Background: an optimization exercise with open tools, aiming at a short achievable clock period and few clock cycles. Do not read the settings as production practice.
The RTL was checked by simulation tests, not by an equivalence proof against the original design.
Power figures rest on the tool's default switching activity, not on a simulated workload.

## north
==> flow/design.v (excerpt) <==
module riscvsingle(clk, reset,
                   PC,
                   Instr,
                   MemWrite,
                   ALUResult, WriteData,
                   ReadData);
clock: 13.0 ns
lec_check: 0
abc_clock_period_in_ps: 2000
cap_margin: 20
cell_pad_in_sites_detail_placement: 1
cell_pad_in_sites_global_placement: 2
core_margin: 2
core_utilization: 35
place_density: 0.45
slew_margin: 20
synth_hierarchical: 1
standard.sh (not shown) runs the stock make flow with config.mk's settings and CLKGATE_MAP_FILE= SYNTH_SCRIPT=/design/flow/synth_recipe.tcl, a recipe that flattens the netlist after the stock synthesis.
==> flow/flow/run.sh <==
#!/bin/bash
# Standard synthesis and layout; repair aims at a tighter period than the
# 13 ns constraint (SDC unchanged) by raising the setup slack margin.
set -euo pipefail
MARGIN=$(cat flow/margin.txt)
bash standard.sh synth > synth.log 2>&1
bash standard.sh SETUP_SLACK_MARGIN=$MARGIN finish > layout.log 2>&1
==> flow/flow/margin.txt <==
8.6
Testbench counts of north, summed over its fixed seeds: cycles 150,406.
Inputs modified between north and south:
--- a/flow/design.v
+++ b/flow/design.v
@@ -46,29 +46,27 @@
   wire f_r    = (op[6:4] == 3'b011);
   wire f_i    = (op[6:4] == 3'b001);
   wire f_ld   = (op[6:4] == 3'b000);
   wire f_sd   = (op[6:4] == 3'b010);
   wire f_b    = (op[6:4] == 3'b110) & ~op[2];
   wire f_jal  = (op[6:4] == 3'b110) &  op[2];
   wire f_same = (f_rs1 == f_rs2);
   wire f_bt   = f_b & f_same;        
   wire f_br   = f_b & ~f_same;
-  wire f_logic = (f_r | f_i) & f3[2] & f3[1];
-  wire f_use1 = f_ld | f_sd | f_br | ((f_r | f_i) & ~f_logic);
-  wire f_use2 = f_br | (f_r & ~f_logic);
+  wire f_use2 = f_r | f_b;
   wire f_wrd  = (f_r | f_i | f_ld | f_jal) & (f_rd != 5'd0);
   wire f_bimm = ~op[5] | ~op[4] | f_jal;    
   wire f_sub  = (f_r & (f3 == 3'b000) & Instr[30]) | ((f_r | f_i) & (f3 == 3'b010));
   wire x1 = (f_rs1 == x_rd) & x_we;
   wire x2 = (f_rs2 == x_rd) & x_we;
   wire w1 = (f_rs1 == m_rd) & m_we;
   wire w2 = (f_rs2 == m_rd) & m_we;
-  wire hazard = x_ld & ((f_use1 & x1) | (f_use2 & x2));
+  wire hazard = x_ld & (x1 | (f_use2 & x2));
   wire [63:0] pc_seq = pc_f + 64'd4;
   reg [63:0] rv1, rv2;
   integer k;
   always @(*) begin
     rv1 = 64'd0;
     rv2 = 64'd0;
     for (k = 1; k < 32; k = k + 1) begin
       rv1 = rv1 | ({64{f_rs1 == k}} & rf[k]);
       rv2 = rv2 | ({64{f_rs2 == k}} & rf[k]);
@@ -108,19 +106,19 @@
   wire redirect = x_br & eq;
   wire s_J    = ~redirect & f_jal;
   wire s_B    = ~redirect & f_bt;
   wire s_R    = redirect | (~f_jal & ~f_bt);
   wire s_hold = ~redirect & hazard;
   wire [63:0] pc_early = redirect ? x_tgt : pc_seq;
   wire [63:0] pc_rest, pc_next;
   lmux  #(64) mH(.s(s_hold), .a(pc_f), .b(pc_early), .y(pc_rest));
   lsel3 #(64) mT(.s1(s_J), .a1(tJ), .s2(s_B), .a2(tB), .s3(s_R), .a3(pc_rest), .y(pc_next));
-  wire bubble = redirect | hazard;
+  wire bubble = redirect | (hazard & ~f_jal & ~f_bt);
   always @(posedge clk or posedge reset)
     if (reset) begin
       pc_f  <= 64'd0;
       x_br  <= 1'b0;
       x_ld  <= 1'b0;
       x_sd  <= 1'b0;
       x_we  <= 1'b0;
       m_we  <= 1'b0;
       m_ld  <= 1'b0;
--- outcome ---
- Summary of south over north: global-route usage picked up an extra 1.4 points, final period utilization lower, clock network fraction of total power up 0.4 points, total of plain and repair buffers excluding clock buffers up 13%, design area moved up.
- [compare] base=north new=south: antenna diode instance count +88, total power went up by about 2%, worst setup slack moved up.
Testbench counts of south, summed over its fixed seeds: cycles 150,831.

## re-timing with driven ports
No port has a modelled driver above. Below, the same layouts with a new extraction and two added sets of constraints.
Step 1, drivers: a clkbuf_16 drives clk and a buf_2 each remaining input, both assumed.
Step 2 adds t to the input delays and takes it off the output delays; t is the mean of the earliest and latest rising clock arrival at the registers after step 1. Input paths then give back, and output paths get back, about the clock's delay inside the block.
Slacks: ideal / step 1 / step 2; pairs: ideal / step 1.
run	shift t [ns]	setup WS [ns]	worst register clock-pin slew, ns	worst slew at a driven data input, ns	cell pins on the clock port's net
north	1.070	8.351 / 8.320 / 7.251	0.07 / 0.07	0.26	1
south	1.066	8.382 / 8.285 / 7.219	0.07 / 0.07	0.21	1
After both steps every run listed still meets setup and hold. For south, which loses most, drivers alone change the setup slack by -0.097 ns; drivers and shift together by -1.163 ns.
